Background: an optimization exercise with open tools, aiming at a short achievable clock period and few clock cycles. Do not read the settings as production practice. In this exercise RTL edits were held to simulation tests only and were not proved equivalent to the original.

## design/flow/run.sh

```bash
#!/bin/bash
# synth_recipe.tcl (not shown) runs the flow's synth.tcl, then flattens the netlist and writes it again
# the make line also repeats each setting of config.mk as NAME=value (left out here)
make -C /OpenROAD-flow-scripts/flow DESIGN_CONFIG=/design/flow/config.mk WORK_HOME=/design/flow/orfs CLKGATE_MAP_FILE= SYNTH_SCRIPT=/design/flow/synth_recipe.tcl finish
```

## design/flow/config.mk

```make
export PLATFORM = sky130hd
export DESIGN_NAME = Processor
export DESIGN_NICKNAME = Processor
export VERILOG_FILES = /design/flow/design.v
export SDC_FILE = /design/flow/constraint.sdc
export NUM_CORES = 4
export LEC_CHECK = 0
export ABC_CLOCK_PERIOD_IN_PS = 2200
export CAP_MARGIN = 20
export CORE_MARGIN = 2
export CORE_UTILIZATION = 40
export PLACE_DENSITY = 0.6
export SETUP_SLACK_MARGIN = 3.3
export SLEW_MARGIN = 20
export TNS_END_PERCENT = 100
```

## design/flow/constraint.sdc

```tcl
create_clock -name core_clock -period 5.5 [get_ports {clk}]
set_input_delay 1.1000 -clock core_clock [delete_from_list [all_inputs] [get_ports {clk}]]
set_output_delay 1.1000 -clock core_clock [all_outputs]
set_load 0.01 [all_outputs]
```

## design/flow/design.v

```verilog
module Processor (
    input wire clk,
    input wire reset,
    output wire [31:0] mem_addr,
    output wire [31:0] mem_wdata,
    input wire [31:0] mem_rdata,
    output wire mem_wen
);
    reg [31:0] fpc;        
    reg [31:0] maddr;      
    reg        wen_q;
    reg [31:0] wdata_q;
    reg        Mv;         
    reg        M_lw;
    reg [3:0]  M_rt;
    reg [31:0] ras;        
    assign mem_addr  = maddr;
    assign mem_wdata = wdata_q;
    assign mem_wen   = wen_q;
    reg [31:0] rf [1:15];
    reg        Dv;
    reg [31:0] IR_D;
    reg [31:0] pc_D;
    reg        Ev;
    reg [31:0] A_E, B_E, O2_E;
    reg [1:0]  fn_E;       
    reg        cin_E;
    reg        we_E;
    reg [3:0]  wd_E;
    reg        isbr_E, bne_E, pred_E, isjr_E, isld_E, isst_E;
    reg        a_rs_E, o2_b_E, inv_E;
    reg [3:0]  rs_E, rt_E;
    reg [31:0] alt_E;      
    reg [31:0] pc_E;
    wire [5:0]  op    = IR_D[31:26];
    wire [3:0]  rs    = IR_D[24:21];
    wire [3:0]  rt    = IR_D[19:16];
    wire [3:0]  rd    = IR_D[14:11];
    wire [5:0]  fnct  = IR_D[5:0];
    wire [31:0] simm  = {{16{IR_D[15]}}, IR_D[15:0]};
    wire d_r    = (op == 6'h00);
    wire d_imm  = (op[5:3] == 3'b001);
    wire d_lw   = (op == 6'h23);
    wire d_sw   = (op == 6'h2B);
    wire d_beq  = (op == 6'h04);
    wire d_bne  = (op == 6'h05);
    wire d_br   = d_beq | d_bne;
    wire d_j    = (op == 6'h02);
    wire d_jal  = (op == 6'h03);
    wire d_jr   = d_r & (fnct == 6'h08);
    wire same_rsrt = (rs == rt);
    wire d_pred = d_beq ? same_rsrt : ~same_rsrt;    
    reg [1:0] d_fn;
    reg       d_inv;       
    reg       d_o2imm;     
    reg       d_o2zero;    
    always @(*) begin
        d_fn = 2'd0; d_inv = 1'b0; d_o2imm = 1'b0; d_o2zero = 1'b0;
        if (d_r) begin
            case (fnct)
                6'h20: d_fn = 2'd0;
                6'h22: begin d_fn = 2'd0; d_inv = 1'b1; end
                6'h24: d_fn = 2'd1;
                6'h25: d_fn = 2'd2;
                6'h2A: begin d_fn = 2'd3; d_inv = 1'b1; end
                default: begin d_fn = 2'd1; d_o2zero = 1'b1; end
            endcase
        end else if (d_imm) begin
            if (op[2:0] == 3'b000) d_o2imm = 1'b1;
            else if (op[2:0] == 3'b100) begin d_fn = 2'd1; d_o2imm = 1'b1; end
            else begin d_fn = 2'd1; d_o2zero = 1'b1; end
        end else if (d_lw | d_sw) begin
            d_o2imm = 1'b1;
        end else if (d_jal) begin
            d_o2zero = 1'b1;
        end
    end
    wire [3:0] d_dest = d_r ? rd : d_jal ? 4'd15 : rt;
    wire d_we = (d_r | d_imm | d_jal) & (d_dest != 4'd0);
    wire [31:0] pcp_D  = pc_D + 32'd1;
    wire [31:0] btgt_D = pcp_D + simm;
    wire d_redir = d_j | d_jal | d_jr | (d_br & d_pred);
    wire [31:0] d_tgt = d_jr ? ras : d_br ? btgt_D : {6'b0, IR_D[25:0]};
    wire [32:0] sum = {1'b0, A_E} + {1'b0, O2_E} + {32'd0, cin_E};
    reg  [31:0] res_E;
    always @(*) begin
        case (fn_E)
            2'd0: res_E = sum[31:0];
            2'd1: res_E = A_E & O2_E;
            2'd2: res_E = A_E | O2_E;
            default: res_E = {31'd0, ~sum[32]};
        endcase
    end
    wire eq_E = (A_E == B_E);
    wire jrmis_E = (A_E != alt_E);
    wire mis_E = isbr_E ? ((bne_E ^ eq_E) != pred_E) : (isjr_E & jrmis_E);
    wire [31:0] etgt = isjr_E ? A_E : alt_E;
    wire e_go   = Ev & ~Mv;
    wire redirE = e_go & mis_E;
    wire toM    = e_go & (isld_E | isst_E);
    wire d_go   = Dv & ~Mv & ~redirE;
    wire redirD = d_go & d_redir;
    wire fetch_ok = ~Mv & ~redirE & ~redirD;
    wire [31:0] nfpc = redirE ? etgt : redirD ? d_tgt : fpc + 32'd1;
    wire byp_a = e_go & we_E & (wd_E == rs);
    wire byp_b = e_go & we_E & (wd_E == rt);
    wire [31:0] rf_a = (rs == 4'd0) ? 32'd0 : rf[rs];
    wire [31:0] rf_b = (rt == 4'd0) ? 32'd0 : rf[rt];
    wire [31:0] va = byp_a ? res_E : rf_a;
    wire [31:0] vb = byp_b ? res_E : rf_b;
    wire sm_E = wen_q & Ev & (maddr == pc_E);
    wire sm_D = wen_q & Dv & (maddr == pc_D);
    always @(posedge clk or posedge reset) begin
        if (reset) begin
            fpc <= 32'd0;
            maddr <= 32'd0;
            wen_q <= 1'b0;
            Mv <= 1'b0;
            Dv <= 1'b0;
            Ev <= 1'b0;
        end else if (Mv) begin
            Mv <= 1'b0;
            wen_q <= 1'b0;
            if (sm_E) begin
                Ev <= 1'b0; Dv <= 1'b0; fpc <= pc_E; maddr <= pc_E;
            end else if (sm_D) begin
                Dv <= 1'b0; fpc <= pc_D; maddr <= pc_D;
            end else begin
                maddr <= fpc;
            end
        end else begin
            fpc <= nfpc;
            maddr <= toM ? sum[31:0] : nfpc;
            Mv <= toM;
            wen_q <= toM & isst_E;
            Dv <= fetch_ok;
            Ev <= d_go;
        end
    end
    always @(posedge clk) begin
        if (Mv) begin
            if (M_lw & Ev) begin
                if (a_rs_E & (rs_E == M_rt)) A_E <= mem_rdata;
                if (rt_E == M_rt) begin
                    B_E <= mem_rdata;
                    if (o2_b_E) O2_E <= inv_E ? ~mem_rdata : mem_rdata;
                end
            end
        end else begin
            if (toM) begin
                wdata_q <= B_E;
                M_lw <= isld_E & (wd_E != 4'd0);
                M_rt <= wd_E;
            end
            if (fetch_ok) begin
                IR_D <= mem_rdata;
                pc_D <= fpc;
            end
            if (d_go & d_jal) ras <= pcp_D;
            if (d_go) begin
                A_E <= d_jal ? pcp_D : va;
                B_E <= vb;
                O2_E <= d_o2zero ? 32'd0 : d_o2imm ? simm : d_inv ? ~vb : vb;
                fn_E <= d_fn;
                cin_E <= d_inv;
                inv_E <= d_inv;
                a_rs_E <= ~d_jal;
                o2_b_E <= ~d_o2zero & ~d_o2imm;
                we_E <= d_we;
                wd_E <= d_dest;
                isbr_E <= d_br;
                bne_E <= d_bne;
                pred_E <= d_pred;
                isjr_E <= d_jr;
                isld_E <= d_lw;
                isst_E <= d_sw;
                rs_E <= rs;
                rt_E <= rt;
                alt_E <= d_jr ? ras : d_pred ? pcp_D : btgt_D;
                pc_E <= pc_D;
            end
        end
    end
    integer i;
    always @(posedge clk or posedge reset) begin
        if (reset) begin
            for (i = 1; i < 16; i = i + 1) rf[i] <= 32'd0;
        end else if (Mv) begin
            if (M_lw) rf[M_rt] <= mem_rdata;
        end else if (Ev & we_E) begin
            rf[wd_E] <= res_E;
        end
    end
endmodule
```

==> results.tsv <==
stage	metric	value	unit
outcome	outcome	timing/DRC/antenna clean	
timing	RSZ-0062 raised after global routing	true	
timing	Max-slew headroom	0.179	
logic_synthesis	#FFs+latches synth	865	
clock_tree	H-tree Lvls	3	
logic_synthesis	synthesized-area fraction occupied by adder cells	0.0280	
routing	DR pass1 iterations	17	
timing	final setup violation count	0	
timing	Worst-Margin Slew	1230	ps
timing	Tcrit/Tclk final	0.759	
floorplanning	die area	0.124	mm2
global_route	pin count of the biggest net entering global routing	132	
clock_tree	Worst-path clk slew	60	ps
timing	Final min period	4180	ps
cells_and_area	# fillers	10000	
timing	final hold violations	0	
placement	worst slack at placement	705	ps
setup_path	CP arrival	4780	ps
setup_path	Crit path max-delay family	compound AO/OA/AOI/OAI gates	
global_route	first-pass GRT wire length	356000	um
clock_tree	CTS Hold Bufs	0	
logic_synthesis	YS warnings	2	
timing	fin. max-slew vios	0	
routing	DR vias/cell	6.79	
logic_synthesis	EDFF count, synth	317	
global_route	vias in the first global route	47000	
floorplanning	Die Height	352	um
routing	routed len/inst	35.1	um
setup_path	delay of the slowest critical-path stage	450	ps
logic_synthesis	cell count after synthesis	5149	
routing	# DRC	0	
setup_path	cells along the critical path	buf_4 -> nand2_4 -> nor4_4 -> buf_6 -> nand4_1 -> xnor2_2 -> ha_1 -> and3_4 -> buf_4 -> a221oi_2 -> nor2b_1 -> a311o_1 -> a221oi_4 -> o21ai_2 -> mux2i_2 -> o21ai_2 -> a211oi_2	
cells_and_area	post-route cell area	0.0694	mm2
clock_tree	Clk Latency, worst-skew pair	720	ps
placement	Final GP Congestion	1.04	
clock_tree	CTS tree	built	
clock_tree	clock tree buffer depth	3	
routing	total number of vias	51100	
placement	DP HPWL	158000	um
clock_tree	root buffer cell	clkbuf_16	
setup_path	Crit. End Element	flop	
routing	1st-iter DRT viols	9101	
logic_synthesis	ys flop type	dfrtp_1	
logic_synthesis	sequential fraction of the synthesis area	0.478	
cells_and_area	Largest Register	rf	
timing	Fmax	239	MHz
cells_and_area	layout cells sized above 1	0.370	
global_route	total track usage	0.397	
min_path	Hold Path Class	reg2reg	
setup_path	Worst setup SP type	flop	
floorplanning	placeable core region	0.120	mm2
logic_synthesis	Post-Synth Simple-Gate Area	0.142	
global_route	initial antenna violation count	14	
cells_and_area	max FFs per register	480	
setup_path	Critical path buffers and inverters	3	
logic_synthesis	syn_nets	5290	
setup_path	Critical Path Fanout Max	5	
logic_synthesis	compound-cell area share of the yosys netlist	0.224	
logic_synthesis	post-synth cell types	109	
clock_tree	cts bufs inserted	97	
floorplanning	Die W	352	um
setup_path	WP data required	6110	ps
logic_synthesis	async set or reset register ratio after synthesis	0.634	
floorplanning	initial core utilization	0.404	
logic_synthesis	Synth Cell Area	0.0486	mm2
setup_path	CP Class	reg2reg	
clock_tree	Num Clock Sinks	865	
logic_synthesis	combinational family with the most area after synthesis	compound AO/OA/AOI/OAI gates	
routing	final WL	264000	um
timing	Worst Skew	33.2	ps
floorplanning	Top Ports	99	
routing	Post-DRT Antenna Nets	0	
timing	worst setup margin	1320	ps
global_route	global route overflow	0	
cells_and_area	area grow syn2layout	43.0	%
job	max-cap check violation count	0	
placement	port buffer count	98	
timing	Hold WS	496	ps
logic_synthesis	syn avg cell area	9.43	um2
setup_path	Slowest-stage cell, CP	edfxtp_1	
logic_synthesis	Post-Synth XOR/XNOR Area	0.0577	
floorplanning	row cnt	127	
placement	placed cell areas	0.0527	mm2
cells_and_area	fin nets	5968	
cells_and_area	Layout Utilization	0.578	
logic_synthesis	multiplexer area fraction after synthesis	0.0299	
-- final timing paths --
path | endpoint | from | slack, ps | cells past startpoint
hold / removal | wdata_q[3] | B_E[3] | 500 | 0
setup / recovery | maddr[30] | pc_D[0] | 1320 | 17
max in group asynchronous | rf[8][30] | reset | 3470 | 3
setup reg to reg | maddr[30] | pc_D[0] | 1320 | 17
hold reg to reg | wdata_q[3] | B_E[3] | 500 | 0
min in group asynchronous | rf[5][2] | reset | 880 | 2
-- layer usage --
layer | routed length (um) | up-vias | track usage
li1 | - | 20400 | -
met1 | 91300 | 24900 | 0.489
met2 | 110000 | 4413 | 0.582
met3 | 36800 | 1310 | 0.131
met4 | 25700 | 20 | 0.292
met5 | 351 | - | 0
-- final cells by class --
type / instances / area, um2 / share of cell area
tap: 1612 / 2020 / 0.0291
antenna: 4 / 10.0 / 0.000144
multi-input combinational: 3800 / 29700 / 0.428
timing repair inverter: 1 / 8.76 / 0.000126
timing repair buffer: 945 / 10600 / 0.153
clock inverter: 51 / 611 / 0.00879
sequential: 865 / 23300 / 0.335
inverter: 117 / 529 / 0.00762
clock buffer: 127 / 2680 / 0.0386
-- cell usage after synthesis, types with 99 or more instances --
cell type | instances | area share
nand2_1 | 739 | 0.057
o21ai_0 | 609 | 0.063
dfrtp_1 | 548 | 0.28
a22oi_1 | 319 | 0.049
clkbuf_1 | 319 | 0.025
edfxtp_1 | 317 | 0.20
a21oi_1 | 303 | 0.031
nor2_1 | 260 | 0.020
xor2_1 | 174 | 0.031
xnor2_1 | 143 | 0.026
nand3_1 | 124 | 0.013
inv_1 | 109 | 0.0084
ha_1 | 104 | 0.027
mux2i_1 | 99 | 0.020
-- worst register-to-register path: cells and delay by family, from the launching register on --
family | cells | cell delay (ps)
XOR/XNOR | 1 | 370
buffers and inverters | 3 | 480
adder cells (fa/ha/maj) | 1 | 370
flip-flops | 1 | 450
AND/OR/NAND/NOR | 5 | 750
AO/OA/AOI/OAI | 6 | 1420
multiplexers | 1 | 240
-- cells in the final DEF, fill, tap and decap left out, drive strengths merged, types with 33 or more instances in the layout --
cell type,synthesis,routed
o211ai,59,59
a222oi,65,65
dfrtp,548,548
a21oi,305,306
nand3,125,125
nand4,93,93
clkinv,3,34
clkbuf,324,137
ha,104,104
mux2i,99,99
xor2,175,175
a21o,46,46
nand2b,39,39
inv,114,113
edfxtp,317,317
nor3,90,90
a22oi,319,319
buf,57,895
nor2,262,264
xnor2,143,143
mux2,41,41
nor4,42,42
o21ai,643,645
nand2,740,747
clkdlybuf4s50,0,33
-- timing repair --
action,in CTS,in global routing
gates cloned,59,19
setup endpoints to repair,1082,1134
pin swaps,443,397
setup buffers,430,142
gates resized for setup,1552,802
-- through the flow --
step	std cells	setup TNS [ps]
floorplan	5149	-1674620
global placement	6689	0
detailed placement	6690	0
CTS	7357	0
global route	7518	0
finish	7522	0
-- cell families after synthesis --
family | Yosys count
AND/OR/NAND/NOR | 1510
flip-flops | 865
adder cells (fa/ha/maj) | 107
multiplexers | 140
buffers and inverters | 498
AO/OA/AOI/OAI | 1711
XOR/XNOR | 318
Testbench counts, summed over its fixed seeds: cycles 127,179.

-- what the ideal ports hide --
Ports are ideal in the flow. The routed layout listed here was re-timed in OpenROAD.
Step 1 sets driving cells, clkbuf_16 on the clock port and buf_2 on the other inputs (assumed; they add their load-dependent delay and slew).
Step 2 moves the port delays by t, midway between the first and last clock arrival at a register: inputs arrive t later, outputs are due t later. That takes back most of the time a late clock gives input paths.
Three values: ideal ports, drivers, drivers and shift; two values: the first two.
t (ns): 0.784
setup slack, ns: 1.323 / 1.323 / 1.323
worst register clock-pin slew, ns: 0.07 / 0.07
After both steps setup and hold are still met in this run. The setup slack of this run moves by 0.000 ns with the drivers and by 0.000 ns with both steps.
